Background: an optimization exercise with open tools, aiming at small area. Do not read the settings as production practice. Only simulation tests tie the RTL to the original design; equivalence was not proved. Power figures rest on the tool's default switching activity, not on a simulated workload.

==> design.v <==
`timescale 1ns / 1ps
`default_nettype none
module HardwareSubunit #(
	parameter DELAY = 25
) (
	clk,
	reset,
	in_data,
	next_ready,
	out_data,
	completion_status,
	out_nz
);
	input	[34:0]	in_data;
	input		clk, reset, next_ready;
	output	[31:0]	out_data;
	output	[3:0]	completion_status;
	output		out_nz;
	localparam [1:0] C_MR = 2'd0, C_MW = 2'd1, C_CFG = 2'd2, C_OTHER = 2'd3;
	reg		cs, ov, ohv, hiv, size;
	reg [15:0]	hi, lw;
	reg [15:0]	old_lo;			 
	reg [9:0]	pl;
	reg [1:0]	cls;			 
	reg [4:0]	dc;			 
	reg [1:0]	tc;
	assign out_data = ov ? ~{ohv ? hi : 16'h0000, lw} : 32'h0;
	assign completion_status = {cs, 3'b000};
	assign out_nz = ov;			 
	wire [31:0]	d = in_data[31:0];
	wire		dnz = |d;
	wire		chg = {lw, old_lo} != d;
	wire [4:0]	typ = d[28:24];
	wire [2:0]	fmt = d[31:29];
	reg		cs_v, ov_v, ohv_v, hiv_v, size_v;
	reg [15:0]	hi_v;
	reg		lo_wr, emit, hold;
	reg [9:0]	pl_v;
	reg [1:0]	cls_v, tc_v;
	reg [4:0]	dc_v;
	always @(posedge clk) begin
		cs_v = cs; ov_v = ov; ohv_v = ohv; hiv_v = hiv; size_v = size;
		hi_v = hi; lo_wr = 1'b0; emit = 1'b0; pl_v = pl; cls_v = cls; tc_v = tc; dc_v = dc;
		if (reset) begin
			cs_v = 1'b0; ov_v = 1'b0; hiv_v = 1'b0; size_v = 1'b0;
			pl_v = 10'd0; cls_v = C_MR; tc_v = 2'd0; dc_v = 5'd0;
		end else begin
			if (dnz && pl_v == 10'd0 && tc_v == 2'd0 && dc_v == 5'd0) begin
				if (typ == 5'b00000) begin
					cls_v = (fmt[2:1] == 2'b00) ? C_MR : ((fmt[2:1] == 2'b01) ? C_MW : C_OTHER);
					if (fmt[2] == 1'b0) begin
						tc_v = fmt[0] ? 2'd3 : 2'd2;
						size_v = fmt[0];
					end
					pl_v = d[9:0];
				end else if (typ == 5'b00010) begin
					cls_v = C_MW;
					size_v = 1'b0;
					tc_v = 2'd2;
					pl_v = 10'd0;
				end else if (typ == 5'b00100 || typ == 5'b00101) begin
					cls_v = C_CFG;
					size_v = 1'b0;
					tc_v = 2'd2;
					pl_v = 10'd0;
				end else begin
					cls_v = C_OTHER;
				end
			end else if (chg && dnz && tc_v != 2'd0) begin
				tc_v = tc_v - 1'b1;
				if (cls_v != C_CFG) begin
					if (size_v && tc_v == 2'd1) begin
						hi_v = d[15:0];
						hiv_v = 1'b1;
					end
					if (tc_v == 2'd0) begin
						lo_wr = 1'b1;
						dc_v = DELAY;
					end
				end else begin
					dc_v = DELAY;
				end
			end else if (tc_v == 2'd0 && (pl_v != 10'd0 || dc_v != 5'd0)) begin
				if (cls_v == C_MR) begin
					if (dc_v != 5'd0) begin
						dc_v = dc_v - 1'b1;
					end else if (pl_v != 10'd0 && next_ready && !ov) begin
						ov_v = ~&{hiv_v ? hi_v : 16'h0000, lw};
						ohv_v = hiv_v;
						emit = 1'b1;
						pl_v = pl_v - 1'b1;
						cs_v = 1'b1;
					end
					if (pl_v == 10'd0) begin
						hiv_v = 1'b0;
						cls_v = C_MR;
						tc_v = 2'd0;
						size_v = 1'b0;
					end
				end else if (cls_v != C_OTHER) begin
					if (chg && dnz && dc_v == DELAY && pl_v != 10'd0) begin
						pl_v = pl_v - 1'b1;
					end else if (pl_v == 10'd0) begin
						dc_v = dc_v - 1'b1;
					end
					if (next_ready && dc_v == 5'd0) begin
						ov_v = 1'b0;
						cs_v = 1'b1;
						hiv_v = 1'b0;
						cls_v = C_MR;
						tc_v = 2'd0;
						size_v = 1'b0;
					end
				end
			end
			if (!next_ready) begin
				ov_v = 1'b0;
				cs_v = 1'b0;
			end
		end
		hold = !reset && !lo_wr && (emit || (tc_v == 2'd0 && cls_v == C_MR && (pl_v != 10'd0 || dc_v != 5'd0)));
		if (!hold)
			lw <= d[31:16];
		old_lo <= d[15:0];
		cs <= cs_v; ov <= ov_v; ohv <= ohv_v; hiv <= hiv_v; size <= size_v;
		hi <= hi_v; pl <= pl_v; cls <= cls_v; tc <= tc_v; dc <= dc_v;
	end
endmodule
`timescale 1ns / 1ps
`default_nettype none
module OLR_Ingress (
	clk,
	reset,
	header_in,
	payload_in,
	payload_nz,
	cs_in,
	sorter_ready,
	ready1,
	ready2,
	ho_valid,
	po_nz,
	h_kind,
	h_mid,
	h_len,
	h_w2,
	h_la,
	h_b135,
	h_link,
	p_data
);
	input		clk, reset, cs_in, sorter_ready, payload_nz;
	input [34:0]	header_in;
	input [31:0]	payload_in;
	output reg	ready1, ready2, ho_valid, po_nz;
	output reg [2:0] h_kind;		 
	output reg [11:0] h_mid;		 
	output reg [9:0] h_len;		 
	output reg [31:0] h_w2;
	output reg [4:0] h_la;		 
	output reg	h_b135;
	output reg [1:0] h_link;
	output reg [31:0] p_data;
	reg		hctl, pctl, rtd, mwctl, mww, p_lk, h_4dw;
	reg [1:0]	hcnt;
	reg [9:0]	cnt;
	reg		r1_v, r2_v, ho_v, po_v, hctl_v, pctl_v, rtd_v, mwctl_v, mww_v, plk_v, dw4_v;
	reg [2:0]	kind_v;
	reg [11:0]	mid_v;
	reg [9:0]	len_v;
	reg [31:0]	w2_v, pd_v;
	reg [4:0]	la_v;
	reg		b135_v;
	reg [1:0]	link_v, hcnt_v;
	reg [9:0]	cnt_v;
	wire		tnz = |header_in;
	localparam [2:0] K_OTHER = 3'd0, K_MR = 3'd1, K_MW = 3'd2, K_IO = 3'd3, K_CFG0 = 3'd4, K_CFG1 = 3'd5;
	wire [4:0]	typ = header_in[28:24];
	wire [2:0]	fmt = header_in[31:29];
	wire [2:0]	in_kind = (typ == 5'b00000) ? ((fmt[2:1] == 2'b00) ? K_MR : ((fmt[2:1] == 2'b01) ? K_MW : K_OTHER)) :
				  (typ == 5'b00010) ? K_IO : (typ == 5'b00100) ? K_CFG0 : (typ == 5'b00101) ? K_CFG1 : K_OTHER;
	wire		pnz = payload_nz;
	always @(posedge clk) begin
		r1_v = ready1; r2_v = ready2; ho_v = ho_valid; po_v = po_nz;
		hctl_v = hctl; pctl_v = pctl; rtd_v = rtd; mwctl_v = mwctl; mww_v = mww;
		plk_v = p_lk; dw4_v = h_4dw;
		kind_v = h_kind; mid_v = h_mid; len_v = h_len; w2_v = h_w2; la_v = h_la; b135_v = h_b135; link_v = h_link;
		pd_v = p_data; hcnt_v = hcnt; cnt_v = cnt;
		if (reset) begin
			r1_v = 1'b1; r2_v = 1'b0; ho_v = 1'b0; po_v = 1'b0;
			hctl_v = 1'b0; pctl_v = 1'b0; rtd_v = 1'b0; mwctl_v = 1'b0; mww_v = 1'b0;
			hcnt_v = 2'd0;
		end else begin
			if (!hctl_v && !pctl_v && r1_v && tnz && !mwctl_v) begin
				kind_v = in_kind;
				dw4_v = header_in[29];
				mid_v = header_in[23:12];
				len_v = header_in[9:0];
				b135_v = header_in[34];
				link_v = header_in[33:32];
				hcnt_v = 2'd1;
				hctl_v = 1'b1;
				r1_v = 1'b0;
				if (in_kind == K_MR) begin
					pctl_v = 1'b1;
					cnt_v = header_in[9:0];
				end
			end else if (hctl_v && hcnt_v != 2'd0 && r1_v && tnz) begin
				if (hcnt_v == 2'd1) begin
					w2_v = header_in[31:0];
					hcnt_v = 2'd2;
					r1_v = 1'b1;
				end else if (hcnt_v == 2'd2) begin
					if (!dw4_v) begin
						la_v = header_in[6:2];
						r1_v = 1'b0;
						hcnt_v = 2'd0;
					end else begin
						la_v = 5'd0;
						r1_v = 1'b1;
						hcnt_v = 2'd3;
					end
				end else begin
					la_v = header_in[6:2];
					hcnt_v = 2'd0;
					r1_v = 1'b0;
				end
				if (hcnt_v == 2'd0 && !mwctl_v)
					r2_v = 1'b1;
			end
			if (mwctl_v && !r1_v && cnt_v != 10'h3ff) begin
				r1_v = 1'b1;
				cnt_v = cnt_v - 1'b1;
				if (cnt_v == 10'h3ff) begin
					mwctl_v = 1'b0;
					mww_v = 1'b1;
					r1_v = 1'b0;
				end
			end else if (mwctl_v && r1_v && tnz) begin
				r1_v = 1'b0;
			end else if ((hctl_v || pctl_v) && kind_v == K_MW &&
				     hcnt_v == 2'd0 && !mwctl_v && !mww_v) begin
				mwctl_v = 1'b1;
				cnt_v = len_v;
			end
			if (cs_in && r2_v && hctl_v) begin
				r2_v = 1'b0;
				rtd_v = 1'b1;
				mww_v = 1'b0;
				if (pctl_v) begin
					pd_v = payload_in;
					plk_v = pnz | (|link_v);
					cnt_v = cnt_v - 1'b1;
				end
			end else if (pnz && pctl_v && r2_v && !hctl_v) begin
				pd_v = payload_in;
				plk_v = 1'b1;
				cnt_v = cnt_v - 1'b1;
				rtd_v = 1'b1;
			end
			if (rtd_v && sorter_ready && hctl_v) begin
				ho_v = 1'b1;
				hctl_v = 1'b0;
				if (!pctl_v) begin
					rtd_v = 1'b0;
					r1_v = 1'b1;
				end
			end else if (rtd_v && sorter_ready && pctl_v && !hctl_v && !ho_v) begin
				po_v = plk_v;
				rtd_v = 1'b0;
				if (cnt_v != 10'd0)
					r2_v = 1'b1;
				else begin
					pctl_v = 1'b0;
					r1_v = 1'b1;
				end
			end
			if (!sorter_ready) begin
				ho_v = 1'b0;
				po_v = 1'b0;
			end
			if (r1_v && (hcnt_v != 2'd0 || rtd_v) && tnz)
				r1_v = 1'b0;
			else if (!r1_v && hcnt_v != 2'd0 && !tnz)
				r1_v = 1'b1;
			if (r2_v && pnz)
				r2_v = 1'b0;
		end
		ready1 <= r1_v; ready2 <= r2_v; ho_valid <= ho_v; po_nz <= po_v;
		hctl <= hctl_v; pctl <= pctl_v; rtd <= rtd_v; mwctl <= mwctl_v; mww <= mww_v;
		p_lk <= plk_v; h_4dw <= dw4_v;
		h_kind <= kind_v; h_mid <= mid_v; h_len <= len_v; h_w2 <= w2_v; h_la <= la_v; h_b135 <= b135_v; h_link <= link_v;
		p_data <= pd_v; hcnt <= hcnt_v; cnt <= cnt_v;
	end
endmodule
`timescale 1ns / 1ps
`default_nettype none
module OLR_Sorter (
	clk,
	reset,
	ho_valid,
	po_nz,
	h_kind,
	h_mid,
	h_len,
	h_w2,
	h_la,
	h_b135,
	h_link,
	p_data,
	next_ready,
	ready,
	sorted_nz,
	pass_valid,
	c_kind,
	c_len,
	c_mid,
	c_be,
	c_la,
	c_tag,
	c_rid,
	c_link,
	q_data
);
	input		clk, reset, ho_valid, po_nz, next_ready;
	input [2:0]	h_kind;
	input [11:0]	h_mid;
	input [9:0]	h_len;
	input [31:0]	h_w2;
	input [4:0]	h_la;
	input		h_b135;
	input [1:0]	h_link;
	input [31:0]	p_data;
	output reg	ready;
	output		sorted_nz;
	output reg	pass_valid;
	output reg [2:0] c_kind;
	output reg [9:0] c_len;
	output reg [11:0] c_mid;
	output reg [7:0] c_be;
	output reg [4:0] c_la;
	output reg [7:0] c_tag;
	output reg [15:0] c_rid;
	output reg [1:0] c_link;
	output reg [31:0] q_data;
	reg		hc, pc, rtd, anz, sorted_valid;
	reg [9:0]	pcount;
	reg		ready_v, pass_v, hc_v, pc_v, rtd_v, anz_v, sv_v;
	reg [2:0]	kind_v;
	reg [9:0]	len_v, pcount_v;
	reg [11:0]	mid_v;
	reg [7:0]	be_v, tag_v;
	reg [4:0]	la_v;
	reg [15:0]	rid_v;
	reg [1:0]	link_v;
	reg [31:0]	q_v;
	wire		is_mr = h_kind == 3'd1;
	wire		is_known = h_kind != 3'd0;
	assign sorted_nz = sorted_valid & anz;
	always @(posedge clk) begin
		ready_v = ready; pass_v = pass_valid; hc_v = hc; pc_v = pc; rtd_v = rtd;
		anz_v = anz; sv_v = sorted_valid;
		kind_v = c_kind; len_v = c_len; pcount_v = pcount;
		mid_v = c_mid; be_v = c_be; tag_v = c_tag; la_v = c_la; rid_v = c_rid; link_v = c_link;
		q_v = q_data;
		if (reset) begin
			ready_v = 1'b1; pass_v = 1'b0; hc_v = 1'b0; pc_v = 1'b0; rtd_v = 1'b0;
			sv_v = 1'b0; pcount_v = 10'd0;
		end else begin
			if (ho_valid && ready_v && !hc_v && !pc_v) begin
				kind_v = h_kind;
				len_v = h_len;
				mid_v = h_mid;
				be_v = h_w2[7:0];
				la_v = h_la;
				tag_v = h_w2[15:8];
				rid_v = h_w2[31:16];
				link_v = h_link;
				anz_v = is_known | h_b135 | (|h_link);
				hc_v = 1'b1;
				if (is_mr) begin
					pc_v = 1'b1;
					pcount_v = h_len;
				end
				rtd_v = 1'b1;
			end
			if (rtd_v && next_ready && hc_v) begin
				sv_v = 1'b1;
				hc_v = 1'b0;
				rtd_v = 1'b0;
				ready_v = 1'b1;
			end
			if (pc_v && po_nz && ready_v && !hc_v) begin
				q_v = p_data;
				rtd_v = 1'b1;
				pcount_v = pcount_v - 1'b1;
				ready_v = 1'b0;
			end
			if (rtd_v && next_ready && pc_v && !hc_v) begin
				pass_v = 1'b1;
				rtd_v = 1'b0;
				ready_v = 1'b1;
				if (pcount_v == 10'd0)
					pc_v = 1'b0;
			end
			if (ready_v && (ho_valid || po_nz))
				ready_v = 1'b0;
			if (!ready_v && !ho_valid && !po_nz && !(rtd_v && !hc_v) && !(hc_v && anz_v))
				ready_v = 1'b1;
			if (!next_ready) begin
				sv_v = 1'b0;
				pass_v = 1'b0;
			end
		end
		ready <= ready_v; pass_valid <= pass_v; hc <= hc_v; pc <= pc_v; rtd <= rtd_v;
		anz <= anz_v; sorted_valid <= sv_v;
		c_kind <= kind_v; c_len <= len_v; pcount <= pcount_v;
		c_mid <= mid_v; c_be <= be_v; c_tag <= tag_v; c_la <= la_v; c_rid <= rid_v; c_link <= link_v;
		q_data <= q_v;
	end
endmodule
`timescale 1ns / 1ps
`default_nettype none
module OLR_Egress (
	clk,
	reset,
	sorted_nz,
	pass_valid,
	c_kind,
	c_len,
	c_mid,
	c_be,
	c_la,
	c_tag,
	c_rid,
	c_link,
	q_data,
	buffer_ready0,
	buffer_ready1,
	buffer_ready2,
	buffer_ready3,
	ready,
	data_out0,
	data_out1,
	data_out2,
	data_out3
);
	input		clk, reset, sorted_nz, pass_valid;
	input [2:0]	c_kind;		 
	input [9:0]	c_len;
	input [11:0]	c_mid;
	input [7:0]	c_be;
	input [4:0]	c_la;
	input [7:0]	c_tag;
	input [15:0]	c_rid;
	input [1:0]	c_link;
	input [31:0]	q_data;
	input		buffer_ready0, buffer_ready1, buffer_ready2, buffer_ready3;
	output reg	ready;
	output [34:0]	data_out0, data_out1, data_out2, data_out3;
	reg [32:0]	out0, out1, out2, out3;	 
	assign data_out0 = {out0[32], 2'b00, out0[31:0]};
	assign data_out1 = {out1[32], 2'b00, out1[31:0]};
	assign data_out2 = {out2[32], 2'b00, out2[31:0]};
	assign data_out3 = {out3[32], 2'b00, out3[31:0]};
	reg [2:0]	kind;
	wire		known = kind != 3'd0;
	wire		mr = kind == 3'd1;
	wire [2:0]	t = {kind[2], kind == 3'd3, kind[2] & kind[0]};	 
	reg [9:0]	len;
	reg [11:0]	mid;
	reg [7:0]	be, tag;
	reg [4:0]	la;
	reg [15:0]	rid;
	reg [1:0]	hcnt, lane;
	reg		hc, pc, rtd;
	reg [3:0]	stale, onz;
	wire [3:0]	br = {buffer_ready3, buffer_ready2, buffer_ready1, buffer_ready0};
	function [12:0] f_bc;
		input [7:0] be;
		input [9:0] len;
		reg [1:0] fz, lz;
		begin
			fz = be[0] ? 2'd0 : (be[1] ? 2'd1 : (be[2] ? 2'd2 : 2'd3));
			lz = be[7] ? 2'd0 : (be[6] ? 2'd1 : (be[5] ? 2'd2 : 2'd3));
			if (be[7:4] == 4'b0000) begin
				casex (be[3:0])
					4'b1xx1: f_bc = 13'd4;
					4'b01x1, 4'b1x10: f_bc = 13'd3;
					4'b0011, 4'b0110, 4'b1100: f_bc = 13'd2;
					default: f_bc = 13'd1;
				endcase
			end else if (be[3:0] == 4'b0000)
				f_bc = 13'd0;
			else
				f_bc = {1'b0, len, 2'b00} - (fz + lz);
		end
	endfunction
	function [1:0] f_lo2;
		input [3:0] be;
		begin
			casex (be)
				4'b0000: f_lo2 = 2'b00;
				4'bxxx1: f_lo2 = 2'b00;
				4'bxx10: f_lo2 = 2'b01;
				4'bx100: f_lo2 = 2'b10;
				4'b1000: f_lo2 = 2'b11;
				default: f_lo2 = 2'b00;
			endcase
		end
	endfunction
	reg [32:0]	w_v;
	reg [3:0]	wr_v, onz_v;
	reg [12:0]	bcount;
	reg [31:0]	word1, word2, word3;
	reg		ld, pld, known_v, mr_v;
	reg [2:0]	t_v, kind_v;
	reg [9:0]	len_v;
	reg [11:0]	mid_v;
	reg		ready_v, hc_v, pc_v, rtd_v, fire, wr;
	reg [1:0]	hcnt_v, lane_v;
	reg [9:0]	pcnt_v, len_n;
	reg [31:0]	preg_v;
	always @(*) begin
		ready_v = ready; hc_v = hc; pc_v = pc; rtd_v = rtd;
		hcnt_v = hcnt; lane_v = lane; pcnt_v = pc ? len : 10'd0;
		preg_v = {rid, tag, be};
		len_n = len;
		w_v = 33'd0; wr = 1'b0; wr_v = 4'd0; onz_v = onz;
		ld = !hc_v && !pc_v && ready_v && sorted_nz;
		if (ld) begin
			lane_v = c_link;
			hc_v = 1'b1;
			hcnt_v = 2'd3;
			rtd_v = 1'b1;
			if (c_kind == 3'd1) begin
				pcnt_v = c_len;
				pc_v = 1'b1;
			end
		end
		kind_v = ld ? c_kind : kind;
		known_v = kind_v != 3'd0;
		mr_v = kind_v == 3'd1;
		t_v = {kind_v[2], kind_v == 3'd3, kind_v[2] & kind_v[0]};
		len_v = ld ? c_len : len;
		if (ld)
			len_n = c_len;
		mid_v = ld ? c_mid : mid;
		pld = pass_valid && pc_v && ready_v;
		if (pld) begin
			preg_v = q_data;
			rtd_v = 1'b1;
		end
		bcount = mr ? f_bc(be, len) : ((t == 3'b010) ? 13'd63 : 13'd3);
		word1 = {1'b0, mr_v, 3'b000, t_v, mid_v, 2'b00, len_v};
		word2 = {16'hffff, 3'b000, bcount};
		word3 = {rid, tag, 1'b0, mr ? la : 5'd0, mr ? f_lo2(be[3:0]) : 2'b00};
		fire = br[lane_v] && rtd_v && !stale[lane_v];
		case (hcnt_v)
		2'd3: w_v = {1'b1, word1 & {32{known_v}}};
		2'd2: w_v = {1'b1, word2 & {32{known}}};
		2'd1: w_v = {pc_v, word3 & {32{known}}};
		default: w_v = {pcnt_v != 10'd1, preg_v};
		endcase
		if (fire) begin
			if (hcnt_v != 2'd0) begin
				wr = 1'b1;
				hcnt_v = hcnt_v - 1'b1;
			end else if (pc_v && pcnt_v != 10'd0) begin
				pcnt_v = pcnt_v - 1'b1;
				len_n = pcnt_v;
				wr = 1'b1;
			end
			wr_v[lane_v] = wr;
			if (hcnt_v == 2'd0 && pcnt_v != 10'd0) begin
				hc_v = 1'b0;
				rtd_v = 1'b0;
				ready_v = 1'b1;
			end else if (hcnt_v == 2'd0 && pcnt_v == 10'd0) begin
				hc_v = 1'b0;
				pc_v = 1'b0;
				lane_v = 2'd0;
				rtd_v = 1'b0;
				ready_v = 1'b1;
			end
		end
		onz_v = ((wr_v & {4{|w_v}}) | (~wr_v & onz)) & br;
		if (ready_v && rtd_v)
			ready_v = 1'b0;
		if (rtd_v && hc_v && (|onz_v))
			rtd_v = 1'b0;
		else if (!rtd_v && hc_v)
			rtd_v = 1'b1;
	end
	wire [3:0]	keep = br & {4{~reset}};
	wire [3:0]	put = br & wr_v & {4{~reset}};
	always @(posedge clk) begin
		out0 <= ({33{put[0]}} & w_v) | ({33{keep[0]}} & out0);
		out1 <= ({33{put[1]}} & w_v) | ({33{keep[1]}} & out1);
		out2 <= ({33{put[2]}} & w_v) | ({33{keep[2]}} & out2);
		out3 <= ({33{put[3]}} & w_v) | ({33{keep[3]}} & out3);
		stale <= br;
		if (reset) begin
			ready <= 1'b1; hc <= 1'b0; pc <= 1'b0; rtd <= 1'b0;
			hcnt <= 2'd0; lane <= 2'd0; onz <= 4'd0;
		end else begin
			ready <= ready_v; hc <= hc_v; pc <= pc_v; rtd <= rtd_v;
			hcnt <= hcnt_v; lane <= lane_v; onz <= onz_v;
		end
		if (pld && !ld)
			{rid, tag, be} <= q_data;
		len <= len_n;
		if (ld) begin
			kind <= c_kind; mid <= c_mid;
			be <= c_be; la <= c_la; tag <= c_tag; rid <= c_rid;
		end
	end
endmodule
`timescale 1ns / 1ps
`default_nettype none
module OLR (
	clk,
	reset,
	header_in,
	payload_in,
	payload_nz,
	completion_status,
	buffer_ready0,
	buffer_ready1,
	buffer_ready2,
	buffer_ready3,
	data_out0,
	data_out1,
	data_out2,
	data_out3,
	ready_buffer,
	ready_subunit
);
	input [34:0]	header_in;
	input [31:0]	payload_in;
	input [3:0]	completion_status;
	input		payload_nz;
	input		clk, reset, buffer_ready0, buffer_ready1, buffer_ready2, buffer_ready3;
	output [34:0]	data_out0, data_out1, data_out2, data_out3;
	output		ready_buffer, ready_subunit;
	wire		ho_valid, po_nz, sorter_ready, sorted_nz, pass_valid, egress_ready;
	wire [2:0]	h_kind, c_kind;
	wire [11:0]	h_mid;
	wire [9:0]	h_len;
	wire [31:0]	h_w2, p_data, q_data;
	wire [4:0]	h_la;
	wire		h_b135;
	wire [1:0]	h_link;
	wire [9:0]	c_len;
	wire [11:0]	c_mid;
	wire [7:0]	c_be, c_tag;
	wire [4:0]	c_la;
	wire [15:0]	c_rid;
	wire [1:0]	c_link;
	OLR_Ingress ingress (
		.clk(clk), .reset(reset),
		.header_in(header_in), .payload_in(payload_in), .payload_nz(payload_nz), .cs_in(|completion_status),
		.sorter_ready(sorter_ready),
		.ready1(ready_buffer), .ready2(ready_subunit),
		.ho_valid(ho_valid), .po_nz(po_nz),
		.h_kind(h_kind), .h_mid(h_mid), .h_len(h_len), .h_w2(h_w2), .h_la(h_la), .h_b135(h_b135), .h_link(h_link),
		.p_data(p_data)
	);
	OLR_Sorter sorter (
		.clk(clk), .reset(reset),
		.ho_valid(ho_valid), .po_nz(po_nz),
		.h_kind(h_kind), .h_mid(h_mid), .h_len(h_len), .h_w2(h_w2), .h_la(h_la), .h_b135(h_b135), .h_link(h_link),
		.p_data(p_data),
		.next_ready(egress_ready),
		.ready(sorter_ready), .sorted_nz(sorted_nz), .pass_valid(pass_valid),
		.c_kind(c_kind), .c_len(c_len), .c_mid(c_mid), .c_be(c_be),
		.c_la(c_la), .c_tag(c_tag), .c_rid(c_rid), .c_link(c_link), .q_data(q_data)
	);
	OLR_Egress egress (
		.clk(clk), .reset(reset),
		.sorted_nz(sorted_nz), .pass_valid(pass_valid),
		.c_kind(c_kind), .c_len(c_len), .c_mid(c_mid), .c_be(c_be),
		.c_la(c_la), .c_tag(c_tag), .c_rid(c_rid), .c_link(c_link), .q_data(q_data),
		.buffer_ready0(buffer_ready0), .buffer_ready1(buffer_ready1),
		.buffer_ready2(buffer_ready2), .buffer_ready3(buffer_ready3),
		.ready(egress_ready),
		.data_out0(data_out0), .data_out1(data_out1), .data_out2(data_out2), .data_out3(data_out3)
	);
endmodule
`timescale 1ns / 1ps
`default_nettype none
module TLP_Completer (
	clk,
	reset,
	in_data,
	in_ready,
	buffer_ready0,
	buffer_ready1,
	buffer_ready2,
	buffer_ready3,
	out_data0,
	out_data1,
	out_data2,
	out_data3
);
	input		clk,
			reset,
			buffer_ready0,
			buffer_ready1,
			buffer_ready2,
			buffer_ready3;
	input [34:0]	in_data;		 
	output		in_ready;		 
	output [34:0]	out_data0,		 
			out_data1,
			out_data2,
			out_data3;
	wire [31:0]	payload;
	wire [3:0]	completion_status;
	wire		ready_subunit;
	wire		payload_nz;
	HardwareSubunit #(
		25
	) HardwareSubunit1 (
		.clk(clk),
		.reset(reset),
		.in_data(in_data),
		.next_ready(ready_subunit),
		.out_data(payload),
		.completion_status(completion_status),
		.out_nz(payload_nz)
	);
	OLR OLR1 (
		.clk(clk),
		.reset(reset),
		.header_in(in_data),
		.payload_in(payload),
		.payload_nz(payload_nz),
		.completion_status(completion_status),
		.buffer_ready0(buffer_ready0),
		.buffer_ready1(buffer_ready1),
		.buffer_ready2(buffer_ready2),
		.buffer_ready3(buffer_ready3),
		.data_out0(out_data0),
		.data_out1(out_data1),
		.data_out2(out_data2),
		.data_out3(out_data3),
		.ready_buffer(in_ready),
		.ready_subunit(ready_subunit)
	);
endmodule
==> flow/run.sh <==
#!/bin/bash
# The standard layout with three changes. After the standard synthesis, its
# combinational logic is re-mapped for area by Yosys and ABC (the registers
# keep their names and cells); the port buffers are single strength; and the
# clock tree has no dummy loads. Each tool writes its output to a log here.
set -euo pipefail
export BUFFER_PORTS_ARGS="-buffer_cell sky130_fd_sc_hd__buf_1"
export CTS_ARGS="-sink_clustering_enable -repair_clock_nets -dont_use_dummy_load -buf_list sky130_fd_sc_hd__clkbuf_4 -sink_clustering_size 9 -sink_clustering_max_diameter 60"
bash standard.sh synth > standard_synth.log 2>&1
RES=$PWD/orfs/results/sky130hd/TLP_Completer/base
mkdir -p resyn
python3 flow/filter_lib.py "$FLOW_HOME/platforms/sky130hd/config.mk" \
	"$FLOW_HOME/platforms/sky130hd/lib/sky130_fd_sc_hd__tt_025C_1v80.lib" resyn/cells.lib > filter_lib.log 2>&1
python3 flow/split_lib.py resyn/cells.lib resyn/comb.lib resyn/seq.lib > split_lib.log 2>&1
# the cells ABC maps to: o22ai is left out, as ABC then maps the lane registers'
# hold logic to a22o instead of o22ai with an inverter on the register output
python3 flow/mklib.py resyn/comb.lib resyn/map.lib 'sky130_fd_sc_hd__o22ai_' > mklib.log 2>&1
cp "$RES/1_2_yosys.v" resyn/standard.v
sed "s/@T@/${RESYN_SECONDS:-60}/" flow/abc.script > resyn/abc.script
sed -e "s|@SEQLIB@|resyn/seq.lib|g" -e "s|@COMBLIB@|resyn/comb.lib|g" -e "s|@MAPLIB@|resyn/map.lib|g" -e "s|@IN@|resyn/standard.v|" \
	-e "s|@OUT@|resyn/remapped.v|" -e "s|@STAT0@|resyn/stat0.txt|" -e "s|@SCRIPT@|resyn/abc.script|" \
	flow/resyn.ys.in > resyn/resyn.ys
YOSYS=$(command -v yosys || echo "$FLOW_HOME/../tools/install/yosys/bin/yosys")
"$YOSYS" -l resyn.log -s resyn/resyn.ys > /dev/null 2>&1
cp resyn/remapped.v "$RES/1_2_yosys.v"
rm -f resyn/cells.lib resyn/comb.lib resyn/seq.lib resyn/map.lib
bash standard.sh finish > standard_finish.log 2>&1
==> flow/abc.script <==
strash
&get -n
&deepsyn -T @T@
&put
dch -f
amap
topo
strash
dch -f
amap
topo
==> flow/filter_lib.py <==
#!/usr/bin/env python3
"""Copy a liberty file without the cells the platform marks don't-use.

usage: filter_lib.py platform_config.mk in.lib out.lib
"""
import re
import sys

cfg, src, dst = sys.argv[1:4]
text = open(cfg).read()
m = re.search(r"DONT_USE_CELLS\s*\+?=((?:[^\n]*\\\n)*[^\n]*)", text)
dont = set(m.group(1).replace("\\", " ").split())
lines = open(src).read().split("\n")
out = []
skip = 0
depth = 0
for line in lines:
    if skip:
        depth += line.count("{") - line.count("}")
        if depth <= 0:
            skip = 0
        continue
    c = re.match(r'\s*cell\s*\(\s*"?([\w]+)"?\s*\)', line)
    if c and (c.group(1) in dont or "lpflow" in c.group(1) or "probe" in c.group(1)):
        depth = line.count("{") - line.count("}")
        skip = 1
        continue
    out.append(line)
open(dst, "w").write("\n".join(out))
==> flow/mklib.py <==
#!/usr/bin/env python3
"""Copy a liberty file without the cells whose names match any of the patterns.

usage: mklib.py in.lib out.lib pattern...
"""
import re
import sys

src, dst = sys.argv[1:3]
pats = sys.argv[3:]
out = []
skip = 0
depth = 0
for line in open(src).read().split("\n"):
    if skip:
        depth += line.count("{") - line.count("}")
        if depth <= 0:
            skip = 0
        continue
    m = re.match(r'\s*cell\s*\(\s*"?(\w+)"?\s*\)', line)
    if m and any(re.match(p, m.group(1)) for p in pats):
        depth = line.count("{") - line.count("}")
        skip = 1
        continue
    out.append(line)
open(dst, "w").write("\n".join(out))
==> flow/resyn.ys.in <==
# Re-map the combinational logic of the standard synthesis for area. The
# registers are black boxes here, so they keep their names and cells.
read_liberty -lib @SEQLIB@
read_liberty -ignore_miss_func @COMBLIB@
read_verilog @IN@
hierarchy -top TLP_Completer
flatten
delete t:$scopeinfo
rename -hide w:*.*
opt_clean
tee -o @STAT0@ stat
abc -liberty @MAPLIB@ -script @SCRIPT@
opt_clean -purge
hilomap -hicell sky130_fd_sc_hd__conb_1 HI -locell sky130_fd_sc_hd__conb_1 LO
splitnets
opt_clean -purge
select TLP_Completer
write_verilog -noattr -nohex -nodec -selected @OUT@
==> flow/split_lib.py <==
#!/usr/bin/env python3
"""Split a liberty file into its combinational cells and its sequential cells.

usage: split_lib.py in.lib comb.lib seq.lib
"""
import re
import sys

src, comb_out, seq_out = sys.argv[1:4]
lines = open(src).read().split("\n")
head, cells, tail = [], [], []
i = 0
while i < len(lines) and not re.match(r'\s*cell\s*\(', lines[i]):
    head.append(lines[i])
    i += 1
while i < len(lines):
    if re.match(r'\s*cell\s*\(', lines[i]):
        depth = 0
        body = []
        while True:
            body.append(lines[i])
            depth += lines[i].count("{") - lines[i].count("}")
            i += 1
            if depth <= 0:
                break
        cells.append(body)
    else:
        tail.append(lines[i])
        i += 1
def is_seq(body):
    return any(re.match(r'\s*(ff|latch|statetable)\s*\(', l) for l in body)
for out, want in ((comb_out, False), (seq_out, True)):
    with open(out, "w") as f:
        f.write("\n".join(head) + "\n")
        for b in cells:
            if is_seq(b) == want:
                f.write("\n".join(b) + "\n")
        f.write("\n".join(tail) + "\n")
==> standard.sh <==
#!/bin/bash
# synth_recipe.tcl (not shown) runs the flow's synth.tcl, then flattens the netlist and writes it again
# the make line also repeats each setting of config.mk as NAME=value (left out here)
make -C /OpenROAD-flow-scripts/flow DESIGN_CONFIG=/design/flow/config.mk WORK_HOME=/design/flow/orfs CLKGATE_MAP_FILE= SYNTH_SCRIPT=/design/flow/synth_recipe.tcl "${@:-finish}"
==> config.mk <==
export PLATFORM = sky130hd
export DESIGN_NAME = TLP_Completer
export DESIGN_NICKNAME = TLP_Completer
export VERILOG_FILES = /design/flow/design.v
export SDC_FILE = /design/flow/constraint.sdc
export NUM_CORES = 8
export LEC_CHECK = 0
export ABC_AREA = 1
export CAP_MARGIN = 20
export CORE_MARGIN = 2
export CORE_UTILIZATION = 70
export SLEW_MARGIN = 20
==> constraint.sdc <==
create_clock -name core_clock -period 10.0 [get_ports {clk}]
set_input_delay 2.0000 -clock core_clock [delete_from_list [all_inputs] [get_ports {clk}]]
set_output_delay 2.0000 -clock core_clock [all_outputs]
set_load 0.01 [all_outputs]
==> results of run 1 <==
## power breakdown
group | total, µW | switching [µW] | leakage, µW | internal, µW
sequential | 2400 | 81.4 | 0.00451 | 2310
combinational | 339 | 231 | 0.00238 | 108
clock | 945 | 635 | 0.000308 | 310
## registers in the layout, summed over array words and instances (netlist names), 10 cells and up
| name | count |
|---|---|
| OLR1.egress.out1 | 33 |
| HardwareSubunit1.pl | 10 |
| OLR1.ingress.h_w2 | 32 |
| OLR1.sorter.c_rid | 16 |
| OLR1.sorter.pcount | 10 |
| OLR1.sorter.c_mid | 12 |
| OLR1.sorter.q_data | 32 |
| HardwareSubunit1.lw | 16 |
| OLR1.egress.out2 | 33 |
| OLR1.egress.out3 | 33 |
| OLR1.egress.len | 10 |
| OLR1.ingress.h_mid | 12 |
| HardwareSubunit1.old_lo | 16 |
| OLR1.ingress.p_data | 32 |
| OLR1.egress.rid | 16 |
| OLR1.egress.mid | 12 |
| HardwareSubunit1.hi | 16 |
| OLR1.ingress.cnt | 10 |
| OLR1.sorter.c_len | 10 |
| OLR1.egress.out0 | 33 |
| OLR1.ingress.h_len | 10 |
## placed cells by master, fill, tap and decap left out, drive strengths merged, types with 17 or more instances in the layout
cell      n
nor2    217
clkinv  148
nand2    76
o22a     25
nand3    17
nor3     50
a22oi    57
edfxtp  276
nand4    20
clkbuf   68
dfxtp   239
a21oi    90
a22o    106
o221ai   21
buf     194
o21ai    86
## worst paths after layout
path / startpoint / end / slack, ns / depth (start not counted)
worst max register to register: OLR1.egress.ready / OLR1.egress.rtd / 4.40 / 17
worst max-delay path: in_data[23] / OLR1.ingress.cnt[9] / 2.69 / 26
worst min register to register: OLR1.ingress.p_data[4] / OLR1.sorter.q_data[4] / 0.39 / 0
worst min-delay path: OLR1.ingress.p_data[4] / OLR1.sorter.q_data[4] / 0.39 / 0
## per-layer routing
layer / vias to the layer above / wire length (µm) / track usage (%) / share of wire (%)
li1: 6578 / - / - / -
met4: 0 / 1740 / 12.6 / 3.4
met2: 1034 / 22700 / 54.1 / 45
met5: - / 0 / 0 / 0
met3: 157 / 5730 / 7.16 / 11
met1: 6863 / 20100 / 50.1 / 40
## per-stage QoR
stage | hold WS (ns) | util [%] | total power (µW)
2_1_floorplan | 0.400 | - | 2630
3_3_place_gp | 0.402 | 76.1 | 2760
3_5_place_dp | 0.405 | 76.1 | 2770
4_1_cts | 0.384 | 78.0 | 3670
5_1_grt | 0.410 | 78.0 | 3800
6_report | 0.390 | 78.0 | 3680
## cell type report
type	instances	area share [%]
well taps	341	2.03
repair buffers	195	3.89
flip-flops and latches	515	62.3
diodes	1	0.0119
inverters	149	2.67
multi-input cells	942	26.7
clock buffers	67	2.40
==> impl_metrics.toml, run 1 <==
[outcome]
status = "complete, no violations"

[drt]
via_per_inst = 6.62
drt-initial-drc-count = 2116
ant_nets = 0
avgRoutedWirePerCell_um = 22.8
first_pass_iters = 10
via_count = 14632
drt-total-wl_um = 50300
drcViolationCount = 0

[sta]
setup_violations = 0
period_share_pct = 73.1
worst_slack_ns = 2.69
min_period_ns = 7.31
finalHoldViolCount = 0
fin_tns_setup_ns = 0
finClkSkew_ns = 0.0744
slew-limit-headroom_pct = 29.8
slew_violations = 0
fmax_ghz = 0.137
rsz0062_at_grt = "false"
worst_pin_slew_ns = 1.05

[critical_path]
cp_slowest_stage_delay_ns = 0.69
critPathLaunchType = "primary input"
required_ns = 10.46
crit_arrival_ns = 7.77
worstSetupPathType = "in2reg"
cp_max_fo = 26
worst_setup_path_end_kind = "flop"
cp_top_family = "simple AND/OR/NAND/NOR gates"
slowest_stage = "nand4_1"
path_buf_inv = 4
crit_top_cell = "nand2_1"

[layout]
seq_area_um2 = 13100
multi_input_comb_area_um2 = 5590
stdcell_area_um2 = 21000
nNetsFinal = 1911
drive_above_1_share_pct = 5.78
fin_cells = 2210
nFillCells = 1691
areaGrowthSynthToFinish_pct = 9.55

[placement]
portBuffers = 173
place.gp.congestion = 0.952
dp_hpwl_um = 35900
pre_cts_ws_ns = 2.05
placed_area_um2 = 20500
place_inst = 2142

[power]
irDropWorstVdd_uv = 152
leakagePower_uw = 0.00719
power_density_nw_per_um2 = 175

[job]
maxCapViolCount = 0

[clock_network]
cts-root-buf = "clkbuf_4"
cts.sink_count = 515
clk_latency_ns = 0.73
post_cts_buffers = 0
cts-resized-gates = 0
htree_num_levels = 3
cts_tree = "built"
postCtsHoldBufs = 0
clockBufferDepth = 3
cts_buffers = 67
path_clk_slew_ns = 0.10

[grt]
grt_max_degree = 66
grt_pass1_vias = 13664
track_usage_pct = 35.0
grt_pass1_wl_um = 77000
grt_overflow = 0
antenna_found_initial = 1

[floorplanning]
ioPinCount = 182
core_area_um2 = 26900
start_util_pct = 71.2
die_w_um = 169
die_area_um2 = 28700
die_h_um = 169
rows = 60

[logic_synthesis]
syn-num-nets = 1647
synth_cells = 1606
yosys_warnings = 4
syn_avg_cell_area_um2 = 11.9
syn_area_um2 = 19100

[hold_path]
hp-class = "reg2reg"
==> run 2, diff against run 1 <==
--- a/design.v
+++ b/design.v
@@ -155,7 +155,7 @@
 	output reg	ready1, ready2, ho_valid, po_nz;
 	output reg [2:0] h_kind;		 
 	output reg [11:0] h_mid;		 
-	output reg [9:0] h_len;		 
+	output [9:0]	h_len;		 
 	output reg [31:0] h_w2;
 	output reg [4:0] h_la;		 
 	output reg	h_b135;
@@ -164,10 +164,10 @@
 	reg		hctl, pctl, rtd, mwctl, mww, p_lk, h_4dw;
 	reg [1:0]	hcnt;
 	reg [9:0]	cnt;
+	assign h_len = cnt;
 	reg		r1_v, r2_v, ho_v, po_v, hctl_v, pctl_v, rtd_v, mwctl_v, mww_v, plk_v, dw4_v;
 	reg [2:0]	kind_v;
 	reg [11:0]	mid_v;
-	reg [9:0]	len_v;
 	reg [31:0]	w2_v, pd_v;
 	reg [4:0]	la_v;
 	reg		b135_v;
@@ -184,7 +184,7 @@
 		r1_v = ready1; r2_v = ready2; ho_v = ho_valid; po_v = po_nz;
 		hctl_v = hctl; pctl_v = pctl; rtd_v = rtd; mwctl_v = mwctl; mww_v = mww;
 		plk_v = p_lk; dw4_v = h_4dw;
-		kind_v = h_kind; mid_v = h_mid; len_v = h_len; w2_v = h_w2; la_v = h_la; b135_v = h_b135; link_v = h_link;
+		kind_v = h_kind; mid_v = h_mid; w2_v = h_w2; la_v = h_la; b135_v = h_b135; link_v = h_link;
 		pd_v = p_data; hcnt_v = hcnt; cnt_v = cnt;
 		if (reset) begin
 			r1_v = 1'b1; r2_v = 1'b0; ho_v = 1'b0; po_v = 1'b0;
@@ -195,16 +195,14 @@
 				kind_v = in_kind;
 				dw4_v = header_in[29];
 				mid_v = header_in[23:12];
-				len_v = header_in[9:0];
 				b135_v = header_in[34];
 				link_v = header_in[33:32];
 				hcnt_v = 2'd1;
 				hctl_v = 1'b1;
 				r1_v = 1'b0;
-				if (in_kind == K_MR) begin
+				cnt_v = header_in[9:0];
+				if (in_kind == K_MR)
 					pctl_v = 1'b1;
-					cnt_v = header_in[9:0];
-				end
 			end else if (hctl_v && hcnt_v != 2'd0 && r1_v && tnz) begin
 				if (hcnt_v == 2'd1) begin
 					w2_v = header_in[31:0];
@@ -228,10 +226,10 @@
 				if (hcnt_v == 2'd0 && !mwctl_v)
 					r2_v = 1'b1;
 			end
-			if (mwctl_v && !r1_v && cnt_v != 10'h3ff) begin
+			if (mwctl_v && !r1_v && pd_v[9:0] != 10'h3ff) begin
 				r1_v = 1'b1;
-				cnt_v = cnt_v - 1'b1;
-				if (cnt_v == 10'h3ff) begin
+				pd_v[9:0] = pd_v[9:0] - 1'b1;
+				if (pd_v[9:0] == 10'h3ff) begin
 					mwctl_v = 1'b0;
 					mww_v = 1'b1;
 					r1_v = 1'b0;
@@ -241,7 +239,7 @@
 			end else if ((hctl_v || pctl_v) && kind_v == K_MW &&
 				     hcnt_v == 2'd0 && !mwctl_v && !mww_v) begin
 				mwctl_v = 1'b1;
-				cnt_v = len_v;
+				pd_v[9:0] = cnt_v;
 			end
 			if (cs_in && r2_v && hctl_v) begin
 				r2_v = 1'b0;
@@ -250,12 +248,10 @@
 				if (pctl_v) begin
 					pd_v = payload_in;
 					plk_v = pnz | (|link_v);
-					cnt_v = cnt_v - 1'b1;
 				end
 			end else if (pnz && pctl_v && r2_v && !hctl_v) begin
 				pd_v = payload_in;
 				plk_v = 1'b1;
-				cnt_v = cnt_v - 1'b1;
 				rtd_v = 1'b1;
 			end
 			if (rtd_v && sorter_ready && hctl_v) begin
@@ -268,6 +264,7 @@
 			end else if (rtd_v && sorter_ready && pctl_v && !hctl_v && !ho_v) begin
 				po_v = plk_v;
 				rtd_v = 1'b0;
+				cnt_v = cnt_v - 1'b1;
 				if (cnt_v != 10'd0)
 					r2_v = 1'b1;
 				else begin
@@ -289,7 +286,7 @@
 		ready1 <= r1_v; ready2 <= r2_v; ho_valid <= ho_v; po_nz <= po_v;
 		hctl <= hctl_v; pctl <= pctl_v; rtd <= rtd_v; mwctl <= mwctl_v; mww <= mww_v;
 		p_lk <= plk_v; h_4dw <= dw4_v;
-		h_kind <= kind_v; h_mid <= mid_v; h_len <= len_v; h_w2 <= w2_v; h_la <= la_v; h_b135 <= b135_v; h_link <= link_v;
+		h_kind <= kind_v; h_mid <= mid_v; h_w2 <= w2_v; h_la <= la_v; h_b135 <= b135_v; h_link <= link_v;
 		p_data <= pd_v; hcnt <= hcnt_v; cnt <= cnt_v;
 	end
 endmodule
==> run 2 against run 1 <==
Wire length rose by 0.42%. Via count about the same. Clock-buffer cell count decreased by 1. Clock skew fell by 0.0060 ns. Critical path depth did not move. Sequential share of layout area decreased by 0.67 points. Core utilization is 0.53 points lower. Critical endpoint unchanged. Largest power group unchanged. Highest routed layer unchanged.
==> impl_metrics.toml, run 2 <==
[critical_path]
r2r_cells = 19
cp_top_family = "simple AND/OR/NAND/NOR gates"
critical_path_depth = 26
required_ns = 10.41
worstSetupPathType = "in2reg"
worst_setup_path_end_kind = "flop"
slowest_stage = "nand4_1"
rrSetupSlack_ns = 3.77
path_buf_inv = 5
crit_arrival_ns = 7.59
cp_slowest_stage_delay_ns = 0.63
critPathLaunchType = "primary input"
cp_max_fo = 19

[hold_path]
holdPathStages = 0
hp-class = "reg2reg"

[power]
power_density_nw_per_um2 = 187
leakagePower_uw = 0.00708
irDropWorstVdd_uv = 196

[sta]
fin_tns_setup_ns = 0
finClkSkew_ns = 0.0684
slew-limit-headroom_pct = 27.1
min_period_ns = 7.18
period_share_pct = 71.8
setup_violations = 0
finalHoldViolCount = 0
fmax_ghz = 0.139
worst_pin_slew_ns = 1.09
rsz0062_at_grt = "false"
slew_violations = 0

[clock_network]
cts-resized-gates = 0
cts.sink_count = 505
clockBufferDepth = 3
clk_latency_ns = 0.71
postCtsHoldBufs = 0
cts_buffers = 66
cts-root-buf = "clkbuf_4"
path_clk_slew_ns = 0.09
post_cts_buffers = 0
cts_tree = "built"
htree_num_levels = 3

[grt]
grt_pass1_wl_um = 78100
grt_pass1_vias = 13996
antenna_found_initial = 1
grt_max_degree = 61
track_usage_pct = 35.9
grt_overflow = 0

[floorplanning]
die_area_um2 = 28300
start_util_pct = 70.7
die_h_um = 168
ioPinCount = 182
rows = 60
core_area_um2 = 26700
die_w_um = 168

[placement]
placed_area_um2 = 20200
dp_hpwl_um = 36500
place.gp.congestion = 1.05
portBuffers = 173

[logic_synthesis]
synth_cells = 1619
yosys_warnings = 4
syn-num-nets = 1660
syn_area_um2 = 18900
syn_avg_cell_area_um2 = 11.7

[layout]
drive_above_1_share_pct = 5.58
post-route-util_pct = 77.5
stdcell_area_um2 = 20700
final_common_cell = "edfxtp_1"
nFillCells = 1729
seq_area_um2 = 12800
multi_input_comb_area_um2 = 5600
areaGrowthSynthToFinish_pct = 9.56
layout_common_cells = "266 x edfxtp_1, 243 x nor2_1, 239 x dfxtp_1"
nNetsFinal = 1925

[drt]
via_per_inst = 6.59
drt-initial-drc-count = 2053
avgRoutedWirePerCell_um = 22.7
drcViolationCount = 0
first_pass_iters = 6
via_count = 14646
drt-total-wl_um = 50500
ant_nets = 0

[job]
maxCapViolCount = 0

[outcome]
status = "complete, no violations"
-- run 2: cell count changes in the layout (fill, tap and decap cells not counted), moves of 6 or more --
cell      before  now
or2_0         16    9
nor2_1       206  243
a22oi_1       57   64
nor4_1        11   17
a21oi_1       90  108
clkinv_1     148  156
a21o_1         9    3
o32ai_1        3   10
nand2_1       76   61
edfxtp_1     276  266
or4_1         15    6
o21ai_0       84   62
-- run 2: stage by stage --
step                      worst slack [ns]  power [µW]  instances  hold WS, ns
after floorplan                       2.86        2760       1619        0.400
after global placement                2.61        2960       2157        0.401
after detailed placement              2.22        2970       2157        0.405
after CTS                             2.93        3860       2223        0.361
after global routing                  2.12        4010       2224        0.367
final                                 2.82        3870       2224        0.361
-- run 2: path summary, 6_finish.rpt --
kind | start | endpoint
setup / recovery | in_data[31] | OLR1.ingress.cnt[9]
setup reg to reg | OLR1.egress.ready | OLR1.egress.rtd
hold reg to reg | OLR1.ingress.h_mid[6] | OLR1.sorter.c_mid[6]
hold / removal | OLR1.ingress.h_mid[6] | OLR1.sorter.c_mid[6]
-- run 2: per-layer routing --
metal	vias up	routed length [µm]	global-route usage, %
li1	6608	-	-
met1	6901	19400	49.1
met2	964	23500	57.7
met3	173	5440	6.65
met4	0	2160	14.6
met5	-	0	0
-- run 2: power by group --
part | switching, µW | total, µW | leakage, µW | internal (µW)
logic | 336 | 488 | 0.00233 | 153
registers | 132 | 2450 | 0.00444 | 2320
clock network | 620 | 926 | 0.000304 | 305
total | 1090 | 3870 | 0.00708 | 2780
-- run 2: cell type report --
class | instances | area share, %
inverters | 156 | 2.83
clock buffers | 66 | 2.39
diodes | 1 | 0.0121
repair buffers | 197 | 4.01
multi-input cells | 958 | 27.0
well taps | 341 | 2.06
flip-flops and latches | 505 | 61.7
==> run 3, diff against run 2 <==
--- a/flow/run.sh
+++ b/flow/run.sh
@@ -5,7 +5,7 @@
 # clock tree has no dummy loads. Each tool writes its output to a log here.
 set -euo pipefail
 export BUFFER_PORTS_ARGS="-buffer_cell sky130_fd_sc_hd__buf_1"
-export CTS_ARGS="-sink_clustering_enable -repair_clock_nets -dont_use_dummy_load -buf_list sky130_fd_sc_hd__clkbuf_4 -sink_clustering_size 9 -sink_clustering_max_diameter 60"
+export CTS_ARGS="-sink_clustering_enable -repair_clock_nets -dont_use_dummy_load -buf_list sky130_fd_sc_hd__clkbuf_4 -sink_clustering_size 8 -sink_clustering_max_diameter 50"
 bash standard.sh synth > standard_synth.log 2>&1
 RES=$PWD/orfs/results/sky130hd/TLP_Completer/base
 mkdir -p resyn
--- a/config.mk
+++ b/config.mk
@@ -9,4 +9,5 @@
 export CAP_MARGIN = 20
 export CORE_MARGIN = 2
 export CORE_UTILIZATION = 70
+export GPL_ROUTABILITY_DRIVEN = 0
 export SLEW_MARGIN = 20
==> run 3 against run 2 <==
Wire length down 1.7%. Critical path depth unchanged. Register-to-register slack better by 0.54 ns. Sequential share of layout area down 0.14 points. Sequential power about the same. Largest power group unchanged. Highest routed layer is now met5.
==> impl_metrics.toml, run 3 <==
[outcome]
status = "complete, no violations"

[power]
power_density_nw_per_um2 = 189
leakagePower_uw = 0.00709
irDropWorstVdd_uv = 173
p_total_uw = 3920

[sta]
slew_violations = 0
fin_tns_setup_ns = 0
fmax_ghz = 0.139
slew-limit-headroom_pct = 27.9
finClkSkew_ns = 0.0918
finalHoldViolCount = 0
rsz0062_at_grt = "false"
setup_violations = 0
period_share_pct = 71.8
min_period_ns = 7.18
worst_pin_slew_ns = 1.08

[layout]
areaGrowthSynthToFinish_pct = 9.81
seq_area_um2 = 12800
nFillCells = 1790
nNetsFinal = 1929
layout_common_cells = "266 x edfxtp_1, 243 x nor2_1, 239 x dfxtp_1"
final_common_cell = "edfxtp_1"
drive_above_1_share_pct = 5.73
stdcell_area_um2 = 20800
multi_input_comb_area_um2 = 5610

[drt]
via_per_inst = 6.61
avgRoutedWirePerCell_um = 22.3
ant_nets = 0
via_count = 14718
drcViolationCount = 0
drt-total-wl_um = 49600
first_pass_iters = 6
drt-initial-drc-count = 2122

[job]
maxCapViolCount = 0

[grt]
grt_pass1_wl_um = 76900
grt_pass1_vias = 13785
grt_max_degree = 71
antenna_found_initial = 2
grt_overflow = 0
track_usage_pct = 35.1

[floorplanning]
core_area_um2 = 26700
die_area_um2 = 28300
rows = 60
die_h_um = 168
start_util_pct = 70.7
ioPinCount = 182
die_w_um = 168

[critical_path]
cp_top_family = "simple AND/OR/NAND/NOR gates"
cp_slowest_stage_delay_ns = 0.62
worstSetupPathType = "in2reg"
cp_max_fo = 19
worst_setup_path_end_kind = "flop"
critPathLaunchType = "primary input"
path_buf_inv = 5
slowest_stage = "nand4_1"
worst_r2r_startpoint = "OLR1.egress.ready"
worstSetupStartpoint = "in_data[31]"
crit_arrival_ns = 7.56
required_ns = 10.39

[clock_network]
cts.sink_count = 505
path_clk_slew_ns = 0.09
cts_buffers = 73
htree_num_levels = 3
clockBufferDepth = 3
cts-resized-gates = 0
postCtsHoldBufs = 0
cts-root-buf = "clkbuf_4"
post_cts_buffers = 0
clk_latency_ns = 0.74
cts_tree = "built"

[logic_synthesis]
syn_area_um2 = 18900
yosys_warnings = 4
syn-num-nets = 1660
synth_cells = 1619
syn_avg_cell_area_um2 = 11.7

[placement]
portBuffers = 173
placed_area_um2 = 20200
dp_hpwl_um = 34900

[hold_path]
hp-class = "reg2reg"
hold_start = "OLR1.sorter.c_la[1]"
run 3: worst paths after layout:
check / end / cells past startpoint / slack [ns]
worst max-delay path: OLR1.ingress.cnt[9] / 26 / 2.82
worst max register to register: OLR1.egress.rtd / 19 / 4.31
worst min-delay path: OLR1.egress.la[1] / 0 / 0.41
worst min register to register: OLR1.egress.la[1] / 0 / 0.41
run 3: layout make-up:
cell class	instances	share of cell area, %
Sequential cell	505	61.5
Multi-Input combinational cell	958	27.0
Timing Repair Buffer	194	3.89
Inverter	156	2.82
Clock buffer	73	2.64
Tap cell	341	2.06
Antenna cell	1	0.0121
run 3: through the flow:
stage / std cells / util, % / setup WS (ns) / hold slack, ns
finish: 2228 / 77.7 / 2.82 / 0.411
global route: 2228 / 77.7 / 2.12 / 0.405
CTS: 2227 / 77.7 / 3.05 / 0.404
detailed placement: 2154 / 75.6 / 2.39 / 0.405
global placement: 2154 / 75.6 / 2.63 / 0.401
floorplan: 1619 / - / 2.86 / 0.400
run 3: power breakdown:
| group | switching, µW | total [µW] | internal (µW) |
|---|---|---|---|
| Sequential | 140 | 2460 | 2320 |
| Clock | 628 | 965 | 336 |
| Combinational | 336 | 488 | 153 |
| Total | 1100 | 3920 | 2810 |
run 3: layer usage:
layer | GRT usage [%] | up-vias | wire, µm
met4 | 14.1 | 2 | 1950
met2 | 54.0 | 951 | 22400
met3 | 6.86 | 164 | 5530
met5 | 0 | - | 13
met1 | 50.0 | 6974 | 19700
li1 | - | 6627 | -
run 3: worst register-to-register path: cells and delay by family (launching register included):
kind	cells	cell delay, ns
AOI/OAI and AO/OA	4	1.55
buffers and inverters	5	1.24
DFF	1	0.32
and+or+nand+nor	10	2.51
==> run 4, diff against run 3 <==
--- a/config.mk
+++ b/config.mk
@@ -9,5 +9,4 @@
 export CAP_MARGIN = 20
 export CORE_MARGIN = 2
 export CORE_UTILIZATION = 70
-export GPL_ROUTABILITY_DRIVEN = 0
 export SLEW_MARGIN = 20
==> run 4 against run 3 <==
Sequential share of layout area is essentially flat. Non-clock buffer count grew 3. Critical path depth shrank 9. Die area is the same. Flip-flop and latch count is the same. Clock skew shrank 0.0077 ns. Synthesized cell count is the same. Setup slack lost 0.0023 ns. Hold slack lost 0.024 ns. Critical endpoint is now OLR1.ingress.p_data[1]. Global-route usage grew 1.0 points. Still clean.
==> impl_metrics.toml, run 4 <==
[outcome]
status = "complete, no violations"

[layout]
areaGrowthSynthToFinish_pct = 9.85
final_common_cell = "edfxtp_1"
drive_above_1_share_pct = 5.93
stdcell_area_um2 = 20800
nNetsFinal = 1932
layout_common_cells = "266 x edfxtp_1, 243 x nor2_1, 239 x dfxtp_1"

[floorplanning]
rows = 60
core_area_um2 = 26700
ioPinCount = 182
start_util_pct = 70.7
die_w_um = 168
die_h_um = 168
die_area_um2 = 28300

[drt]
ant_nets = 0
avgRoutedWirePerCell_um = 22.7
first_pass_iters = 8
via_per_inst = 6.57
drt-total-wl_um = 50600
drcViolationCount = 0
drt-initial-drc-count = 1841
via_count = 14659

[critical_path]
worst_r2r_endpoint = "OLR1.egress.rtd"
r2r_cells = 20
cp_top_family = "simple AND/OR/NAND/NOR gates"
cp_slowest_stage_delay_ns = 0.89
crit_arrival_ns = 7.52
crit_top_cell = "nor2_1"
required_ns = 10.34
critPathLaunchType = "primary input"
path_buf_inv = 3
worstSetupPathType = "in2reg"
worstSetupStartpoint = "in_data[27]"
slowest_stage = "nand2_1"
worst_r2r_startpoint = "OLR1.egress.ready"
cp_max_fo = 32
rrSetupSlack_ns = 3.77
worst_setup_path_end_kind = "flop"
worstPathCellList = "buf_1, or3_1, nor2_1, o21ai_0, or2_0, nor2_1, clkinv_1, nor3_1, nand2_1, nand4_1, clkinv_1, o21ai_0, nor2b_1, a21oi_1, nor2_1, nand2_1, o32ai_1"

[clock_network]
cts-resized-gates = 0
clockBufferDepth = 3
post_cts_buffers = 0
clk_latency_ns = 0.73
cts-root-buf = "clkbuf_4"
cts.sink_count = 505
htree_num_levels = 3
postCtsHoldBufs = 0
path_clk_slew_ns = 0.08
cts_buffers = 73
cts_tree = "built"

[sta]
slew-limit-headroom_pct = 24.8
finClkSkew_ns = 0.0841
rsz0062_at_grt = "false"
finalHoldViolCount = 0
setup_violations = 0
fmax_ghz = 0.139
worst_pin_slew_ns = 1.13
holdWs_ns = 0.387
period_share_pct = 71.8
slew_violations = 0
min_period_ns = 7.18
fin_tns_setup_ns = 0

[grt]
grt_pass1_wl_um = 78500
grt_overflow = 0
use_met1_pct = 49.8
use_met3_pct = 6.58
use_met2_pct = 57.4
grt_pass1_vias = 14090
track_usage_pct = 36.2
grt-busiest-layer = "met2"
antenna_found_initial = 2
grt_max_degree = 61

[hold_path]
hold_start = "OLR1.ingress.h_w2[23]"
holdPathStages = 0
hp-class = "reg2reg"
min_to = "OLR1.sorter.c_rid[7]"

[power]
power_density_nw_per_um2 = 188
irDropWorstVdd_uv = 237
leakagePower_uw = 0.00711

[logic_synthesis]
syn_area_um2 = 18900
syn-num-nets = 1660
yosys_warnings = 4
syn_avg_cell_area_um2 = 11.7
synth_cells = 1619

[placement]
portBuffers = 173
placed_area_um2 = 20200
place.gp.congestion = 1.05
dp_hpwl_um = 36500

[job]
maxCapViolCount = 0
==> run 4: final cells by class <==
class | count | area, µm²
repair buffers | 197 | 831
clock buffers | 73 | 548
diodes | 2 | 5.00
fillers | 1724 | 5960
well taps | 341 | 427
multi-input cells | 958 | 5600
inverters | 156 | 586
flip-flops and latches | 505 | 12800
==> run 4: report_power, final <==
group          switching [µW]  internal, µW  total [µW]
clock                     631           336         967
combinational             336           153         489
sequential                135          2320        2460
total                    1100          2810        3910
==> run 4: metrics by stage <==
step,instances,worst slack (ns),total power (µW),utilization (%)
after global placement,2157,2.61,2960,75.6
after floorplan,1619,2.86,2760,-
after CTS,2230,2.95,3900,77.7
after detailed placement,2157,2.22,2970,75.6
after global routing,2232,2.11,4060,77.7
final,2232,2.82,3910,77.7
==> run 4: worst max-delay path by stage <==
stage | cells past startpoint | to
final | 17 | OLR1.ingress.p_data[1]
after CTS | 26 | OLR1.ingress.cnt[9]
after global placement | 26 | OLR1.ingress.cnt[9]
after global routing | 26 | OLR1.ingress.cnt[9]
after floorplan | 19 | OLR1.egress.rtd
after detailed placement | 26 | OLR1.ingress.cnt[9]
==> run 4: worst register-to-register path, stage by stage, from the launching register on <==
cell and delay (ns):
dfxtp_1 0.32, clkinv_1 0.26, nor3_1 0.40, nand3_2 0.33, clkinv_1 0.11, buf_4 0.55
nor2_1 0.33, o21ai_0 0.16, buf_4 0.24, clkinv_1 0.25, or2_0 0.63, a22oi_1 0.38
o21ai_0 0.36, nor3_1 0.35, nor4b_1 0.26, nand3b_1 0.19, nor3_1 0.19, nand4_1 0.23
o221ai_1 0.36, nand4_1 0.14, a21oi_1 0.14
==> run 4: per-layer routing <==
layer | vias up | part of all wire [%]
met5 | - | 0
met4 | 0 | 4.2
met3 | 161 | 11
met2 | 989 | 46
met1 | 6889 | 38
li1 | 6620 | -

[afterwards: timing with drivers on the ports]
How much do the figures lean on ideal ports? The routed layouts below were timed once more, with nothing changed but the port constraints.
Step 1: set_driving_cell puts a clkbuf_16 on clk and a buf_2 on each other input, an assumption about the parent block.
Step 2 times the ports against the registers' clock, not the clock port: input delays grow and output delays shrink by t, the midpoint of the rising clock arrivals with the driver on.
Three values: ideal ports, drivers, drivers and shift; two values: the first two.
run | t, ns | slack for setup (ns) | worst hold slack (ns) | worst setup path after step 2 | slew at the worst register clock pin (ns)
run 1 | 0.738 | 2.688 / 2.713 / 1.976 | 0.390 / 0.390 / 0.390 | input to register | 0.11 / 0.11
run 2 | 0.715 | 2.822 / 2.843 / 2.129 | 0.361 / 0.361 / 0.361 | input to register | 0.12 / 0.12
run 3 | 0.731 | 2.824 / 2.835 / 2.104 | 0.411 / 0.411 / 0.411 | input to register | 0.10 / 0.10
run 4 | 0.736 | 2.822 / 2.842 / 2.106 | 0.387 / 0.387 / 0.387 | input to register | 0.11 / 0.11
After both steps setup and hold are still met in every run listed. For run 3, which loses most, drivers alone change the setup slack by +0.011 ns; drivers and shift together by -0.720 ns.
